From an optimization exercise on the open Yosys and OpenROAD flow, aimed at small area, a short achievable clock period and few clock cycles per item; shortcuts taken in it are not production practice.
Function was checked by simulation only, so behaviour that the tests miss may differ from the original.
No activity file was given, so power comes from the tool's default toggle rates.

== the reference run ==
==> flow/design.v (excerpt) <==
module multiplier_1(
    input clk,
    input res_n,
    input start,
    output reg done,
    input [15:0] arg1,
    input [15:0] arg2,
    output reg [31:0] product
    );
Size in the first run: about 58 flip-flops, roughly 0.0065 sq mm of cells after synthesis.
==> flow/config.mk <==
export PLATFORM = sky130hd
export DESIGN_NAME = multiplier_1
export DESIGN_NICKNAME = multiplier_1
export VERILOG_FILES = /design/flow/design.v
export SDC_FILE = /design/flow/constraint.sdc
export NUM_CORES = 4
export LEC_CHECK = 0
export CAP_MARGIN = 20
export CORE_MARGIN = 2
export CORE_UTILIZATION = 40
export PLACE_DENSITY = 0.6
export SETUP_SLACK_MARGIN = 1.3
export SLEW_MARGIN = 20
export SYNTH_HIERARCHICAL = 1
==> flow/constraint.sdc <==
create_clock -name core_clock -period 5.0 [get_ports {clk}]
set_input_delay 1.0000 -clock core_clock [delete_from_list [all_inputs] [get_ports {clk}]]
set_output_delay 1.0000 -clock core_clock [all_outputs]
set_load 0.01 [all_outputs]
standard.sh (not shown) runs the stock make flow with config.mk's settings and CLKGATE_MAP_FILE= SYNTH_SCRIPT=/design/flow/synth_recipe.tcl, a recipe that flattens the netlist after the stock synthesis.
==> flow/flow/run.sh <==
#!/bin/bash
# The standard layout, with every port buffered by the smallest buffer
# (sky130_fd_sc_hd__buf_1) and a leaner clock tree.
set -euo pipefail
bash standard.sh BUFFER_PORTS_ARGS="-buffer_cell sky130_fd_sc_hd__buf_1" CTS_ARGS="-sink_clustering_enable -repair_clock_nets -dont_use_dummy_load -buf_list sky130_fd_sc_hd__clkbuf_8" > standard.log 2>&1
The reference run | stages: all done | timing, DRC, antenna: all pass
Testbench counts of the reference run, summed over its fixed seeds: cycles 568, items 192.
Inputs modified between the reference run and the trial run:
diff --git a/flow/config.mk b/flow/config.mk
--- a/flow/config.mk
+++ b/flow/config.mk
@@ -8,7 +8,8 @@
 export CAP_MARGIN = 20
 export CORE_MARGIN = 2
-export CORE_UTILIZATION = 40
-export PLACE_DENSITY = 0.6
-export SETUP_SLACK_MARGIN = 1.3
+export CORE_UTILIZATION = 55
+export GPL_TIMING_DRIVEN = 0
+export PLACE_DENSITY = 0.75
+export SETUP_SLACK_MARGIN = 1.2
 export SLEW_MARGIN = 20
 export SYNTH_HIERARCHICAL = 1
### Flow results
Between the trial run and the reference run, the maximum frequency is lower for the trial run. Routed wire in the trial run totals less than in the reference run. The trial run ended up with a lower share of post-route cells with drive strength above 1 than the reference run did. The power in combinational cells on the trial run is in line with that on the reference run.

== ember ==
multiplier_1, a different RTL version from the one above (not shown whole).
For scale: ~520 cells after synthesis, ~68 I/O pins.
export LEC_CHECK = 0
export CAP_MARGIN = 20
export CORE_MARGIN = 2
export CORE_UTILIZATION = 55
export PLACE_DENSITY = 0.75
export SETUP_SLACK_MARGIN = 1.4
export SLEW_MARGIN = 20
export SYNTH_HIERARCHICAL = 1
create_clock -name core_clock -period 5.0 [get_ports {clk}]
==> flow/flow/run.sh <==
#!/bin/bash
# The standard layout, with every port buffered by the smallest buffer
# (sky130_fd_sc_hd__buf_1) and a leaner clock tree.
set -euo pipefail
bash standard.sh BUFFER_PORTS_ARGS="-buffer_cell sky130_fd_sc_hd__buf_1" CTS_ARGS="-sink_clustering_enable -repair_clock_nets -dont_use_dummy_load -buf_list sky130_fd_sc_hd__clkbuf_4 -sink_clustering_size 10" > standard.log 2>&1
ember finished end to end and its layout was clean on timing, DRC and antenna.
Testbench counts of ember, summed over its fixed seeds: cycles 568, items 192.
## Diff of input files: tundra against ember
diff --git a/flow/config.mk b/flow/config.mk
--- a/flow/config.mk
+++ b/flow/config.mk
@@ -9,5 +9,5 @@
 export CORE_MARGIN = 2
-export CORE_UTILIZATION = 55
-export PLACE_DENSITY = 0.75
-export SETUP_SLACK_MARGIN = 1.4
+export CORE_UTILIZATION = 45
+export PLACE_DENSITY = 0.65
+export SETUP_SLACK_MARGIN = 1.3
 export SLEW_MARGIN = 20
--- outcome ---
Between ember and tundra, the flow reports final area increasing slightly.
Between ember and tundra, the flow reports die boundary width increasing by more than 10%.
Count of different cell masters after synthesis came out exactly the same in tundra and ember.
In terms of proportion of total power due to net switching, ember and tundra differ only marginally.
On area fraction of clock buffers and clock inverters, ember tracks tundra almost exactly.
Combinational cell fraction of total power was higher in the run labelled tundra.
Taking ember as the reference, in tundra cell count along the critical path went down 1; detailed-router iteration count before antenna repair has decreased; fraction of the core area covered by cells at the end of the flow shrank by 11 points.
diff inputs: tundra => raven
==> flow/flow/run.sh <==
#!/bin/bash
# The standard layout, with every port buffered by the smallest buffer
# (sky130_fd_sc_hd__buf_1) and a leaner clock tree.
set -euo pipefail
bash standard.sh BUFFER_PORTS_ARGS="-buffer_cell sky130_fd_sc_hd__buf_1" CTS_ARGS="-sink_clustering_enable -repair_clock_nets -dont_use_dummy_load -buf_list sky130_fd_sc_hd__clkbuf_8" > standard.log 2>&1
diff --git a/flow/config.mk b/flow/config.mk
--- a/flow/config.mk
+++ b/flow/config.mk
@@ -9,4 +9,4 @@
 export CORE_MARGIN = 2
-export CORE_UTILIZATION = 45
-export PLACE_DENSITY = 0.65
+export CORE_UTILIZATION = 55
+export PLACE_DENSITY = 0.75
 export SETUP_SLACK_MARGIN = 1.3
### Flow results
- Number of max-slew violations in the final report came out exactly the same in raven and tundra.
- Looking only at layout-stage area growth over the synthesis result, and setting everything else aside, the lower value of raven and tundra goes to raven.
- In summary, raven completed successfully, with a layout that passed the timing, DRC and antenna checks.
- Looking at post-CTS setup buffer count across raven and tundra, the one that comes out higher is tundra.
- From tundra to raven the numbers moved as follows: data required time of the worst path lower; cell row count lower.
#### Input delta (juniper over raven)
==> flow/flow/run.sh <==
#!/bin/bash
# The standard layout, with every port buffered by the smallest buffer
# (sky130_fd_sc_hd__buf_1) and a leaner clock tree.
set -euo pipefail
bash standard.sh BUFFER_PORTS_ARGS="-buffer_cell sky130_fd_sc_hd__buf_1" CTS_ARGS="-sink_clustering_enable -repair_clock_nets -dont_use_dummy_load -buf_list sky130_fd_sc_hd__clkbuf_4 -sink_clustering_size 10" > standard.log 2>&1
diff --git a/flow/config.mk b/flow/config.mk
--- a/flow/config.mk
+++ b/flow/config.mk
@@ -9,4 +9,4 @@
 export CORE_MARGIN = 2
-export CORE_UTILIZATION = 55
-export PLACE_DENSITY = 0.75
+export CORE_UTILIZATION = 65
+export PLACE_DENSITY = 0.8
 export SETUP_SLACK_MARGIN = 1.3
### Flow results
STATUS worst hold slack: juniper loses against raven
Delta (juniper minus raven): power density over the cells moved up, final clock period utilization by the worst path level, clock-buffer cell count level.
The number of placement rows of juniper falls short of that of raven by 3.
Number of placed instances with taps included on juniper is down relative to raven.
Relative to raven, juniper improves final area.
Going from raven to juniper, critical path depth grew by 1, die area shrank by 15%.
| share of total power in the clock network | juniper vs raven | 2.3 points lower |
Here is what was changed in the inputs of fjord compared with juniper.
==> flow/flow/run.sh <==
#!/bin/bash
# The standard layout, with every port buffered by the smallest buffer
# (sky130_fd_sc_hd__buf_1) and a leaner clock tree.
set -euo pipefail
bash standard.sh BUFFER_PORTS_ARGS="-buffer_cell sky130_fd_sc_hd__buf_1" CTS_ARGS="-sink_clustering_enable -repair_clock_nets -dont_use_dummy_load -buf_list sky130_fd_sc_hd__clkbuf_8" > standard.log 2>&1
diff --git a/flow/config.mk b/flow/config.mk
--- a/flow/config.mk
+++ b/flow/config.mk
@@ -9,5 +9,5 @@
 export CORE_MARGIN = 2
-export CORE_UTILIZATION = 65
-export PLACE_DENSITY = 0.8
-export SETUP_SLACK_MARGIN = 1.3
+export CORE_UTILIZATION = 55
+export PLACE_DENSITY = 0.75
+export SETUP_SLACK_MARGIN = 1.4
 export SLEW_MARGIN = 20
Notes after the runs:
- | worst-case hold slack | fjord vs juniper | 3.5 ps higher |
- Tap cell count on fjord is up relative to juniper.
- fjord: minimum clock period after layout lower than juniper
- Between juniper and fjord, the difference in sequential cell count is negligible.

## rev 12
multiplier_1, a different RTL version from the one above (not shown whole).
For scale: ~550 cells after synthesis, about 58 flip-flops, roughly 6300 sq um of cells after synthesis.
clock: 5.0 ns
lec_check: 0
cap_margin: 20
core_margin: 2
core_utilization: 55
place_density: 0.75
setup_slack_margin: 1.3
slew_margin: 20
synth_hierarchical: 1
==> flow/flow/run.sh <==
#!/bin/bash
# The standard layout, with every port buffered by the smallest buffer
# (sky130_fd_sc_hd__buf_1) and a leaner clock tree.
set -euo pipefail
bash standard.sh BUFFER_PORTS_ARGS="-buffer_cell sky130_fd_sc_hd__buf_1" CTS_ARGS="-sink_clustering_enable -repair_clock_nets -dont_use_dummy_load -buf_list sky130_fd_sc_hd__clkbuf_8" > standard.log 2>&1
Testbench counts of rev 12, summed over its fixed seeds: cycles 568, items 192.
The inputs of rev 13 differ from those of rev 12 as listed below.
- SETUP_SLACK_MARGIN changed from 1.3 to 1.2
### Flow results
- Across both runs, total power draw was lower for rev 13 than for rev 12.
- Looking at critical path capture point, the product[25] result is from rev 13; the product[31] one comes from rev 12.
- Non-clock buffer count on rev 13 is up relative to rev 12.
- | global-route usage | rev 13 vs rev 12 | 0.55 points higher |
- The power dissipated by switching net loads of rev 13 falls short of that of rev 12 by 0.40%.
- Summary of the comparison: final critical-path share of the clock period is higher in rev 13, relative to rev 12.
- Taking rev 12 as the reference, in rev 13 minimum hold slack lower, area growth from synthesis to final layout lower, final wirelength higher.

multiplier_1 with an RTL version that a note above also has.
Size: about 580 cells after synthesis, about 58 flip-flops.
==> flow/design.v (excerpt) <==
module multiplier_1(
    input clk,
    input res_n,
    input start,
    output reg done,
    input [15:0] arg1,
    input [15:0] arg2,
    output reg [31:0] product
    );
    reg busy;                      
    reg [16:0] S, C;               
    reg [7:0] LS, LC;              
    reg [7:0] L;                   
    wire [24:0] hi = ~({S, LS} + {C, LC} + 1'b1);
    wire lc = hi[8] ^ S[0] ^ C[0];    
    wire [7:1] x = busy ? arg2[15:9] : arg2[7:1];
    wire [16:0] i0 = busy ? S : ~{1'b0, arg2[0] ? arg1 : 16'd0};
    wire [16:0] i1 = busy ? C : ~{arg2[8] ? arg1[8:0] : 9'd0, 8'd0};
    wire [6:0] e = ~(busy ? 7'd0 : arg2[8] ? arg1[15:9] : 7'd0);
    wire aci = ~(busy & lc);
    wire [15:0] pp1 = ~(x[1] ? arg1 : 16'd0);
    wire [15:0] pp2 = ~(x[2] ? arg1 : 16'd0);
    wire [15:0] pp3 = ~(x[3] ? arg1 : 16'd0);
    wire [15:0] pp4 = ~(x[4] ? arg1 : 16'd0);
    wire [15:0] pp5 = ~(x[5] ? arg1 : 16'd0);
    wire [15:0] pp6 = ~(x[6] ? arg1 : 16'd0);
    wire [15:0] pp7 = ~(x[7] ? arg1 : 16'd0);
    wire s1;
    wire c2;
    wire s3;
    wire c4;
    wire s5;
    wire c6;
    wire s7;
    wire c8;
    wire s9;
    wire c10;
    wire s11;
    wire c12;
    wire s13;
    wire c14;
    wire s15;
    wire c16;
    wire s17;
  ...
Settings: LEC_CHECK=0, CAP_MARGIN=20, CORE_MARGIN=2, CORE_UTILIZATION=55, PLACE_DENSITY=0.75, SETUP_SLACK_MARGIN=1.2, SLEW_MARGIN=20, SYNTH_HIERARCHICAL=1; clock period 5.0 ns.
Scripts as last shown in full above: flow/flow/run.sh
Testbench counts at the start, summed over its fixed seeds: cycles 568, items 192.
Rerun with:
- CORE_UTILIZATION: 55 -> 70
- PLACE_DENSITY: 0.75 -> 0.85
- SETUP_SLACK_MARGIN: 1.2 -> 1.3
Outcome:
- The changed run produced a clean layout
- sequential power barely changes
- cell area grows by 0.59%
- power rose by 3.1%
- final cell count decreases by 4.2%
- critical path depth does not change
- combinational power goes up by about 4%
- first-iteration DRC count went up by 18%
Rerun with:
- CORE_UTILIZATION: 70 -> 40
- PLACE_DENSITY: 0.85 -> 0.6
- SETUP_SLACK_MARGIN: 1.3 -> 1.2
After rerunning:
- power went down by 3.1%
- worst setup slack gets worse by 71 ps
- core utilization went down by 32 points
- design area went up by 1.2%
- flip-flop and latch count does not change
- clock skew went up by 9.3 ps
- via count went down by 6.2%
- die area went up by 72%
- wire length went up by 0.79%

[re-timing with driven ports]
Ports are ideal in the flow. The routed layouts listed here were re-timed in OpenROAD. Step 1, drivers: a clkbuf_16 drives clk and a buf_2 each remaining input, both assumed. Step 2 moves the port delays by t, midway between the first and last clock arrival at a register: inputs arrive t later, outputs are due t later. That takes back most of the time a late clock gives input paths. a / b / c = ideal ports / drivers / drivers and shift; a / b = the first two.
| run | shift t [ns] | setup slack, ns | worst hold slack (ns) | latest minus earliest clock arrival (ns) | worst register clock-pin slew, ns |
|---|---|---|---|---|---|
| the reference run | 0.360 | 1.347 / 1.351 / 0.990 | 0.510 / 0.510 / 0.510 | 0.017 / 0.017 | 0.07 / 0.07 |
| the trial run | 0.373 | 1.284 / 1.283 / 0.919 | 0.522 / 0.522 / 0.522 | 0.022 / 0.021 | 0.07 / 0.07 |
| ember | 0.430 | 1.392 / 1.360 / 1.034 | 0.538 / 0.538 / 0.538 | 0.028 / 0.028 | 0.11 / 0.11 |
| tundra | 0.429 | 1.335 / 1.317 / 0.887 | 0.540 / 0.540 / 0.540 | 0.028 / 0.029 | 0.10 / 0.10 |
| raven | 0.362 | 1.379 / 1.385 / 1.023 | 0.549 / 0.549 / 0.549 | 0.021 / 0.022 | 0.07 / 0.07 |
| juniper | 0.428 | 1.380 / 1.350 / 1.007 | 0.537 / 0.537 / 0.537 | 0.041 / 0.042 | 0.12 / 0.12 |
| fjord | 0.362 | 1.441 / 1.411 / 1.100 | 0.540 / 0.540 / 0.540 | 0.020 / 0.020 | 0.07 / 0.07 |
| rev 12 | 0.374 | 1.370 / 1.338 / 1.066 | 0.524 / 0.524 / 0.524 | 0.016 / 0.015 | 0.07 / 0.07 |
| rev 13 | 0.390 | 1.281 / 1.247 / 0.950 | 0.512 / 0.512 / 0.512 | 0.015 / 0.015 | 0.07 / 0.07 |
| the first run of note 4 | 0.358 | 1.296 / 1.305 / 0.946 | 0.537 / 0.537 / 0.537 | 0.021 / 0.021 | 0.07 / 0.07 |
| the second run of note 4 | 0.366 | 1.340 / 1.353 / 0.987 | 0.542 / 0.542 / 0.542 | 0.019 / 0.019 | 0.07 / 0.07 |
| the third run of note 4 | 0.375 | 1.269 / 1.280 / 0.905 | 0.543 / 0.543 / 0.543 | 0.032 / 0.032 | 0.08 / 0.08 |
After both steps every run listed still meets setup and hold. The setup slack of tundra, which loses most, moves by -0.018 ns with the drivers and by -0.448 ns with both steps.
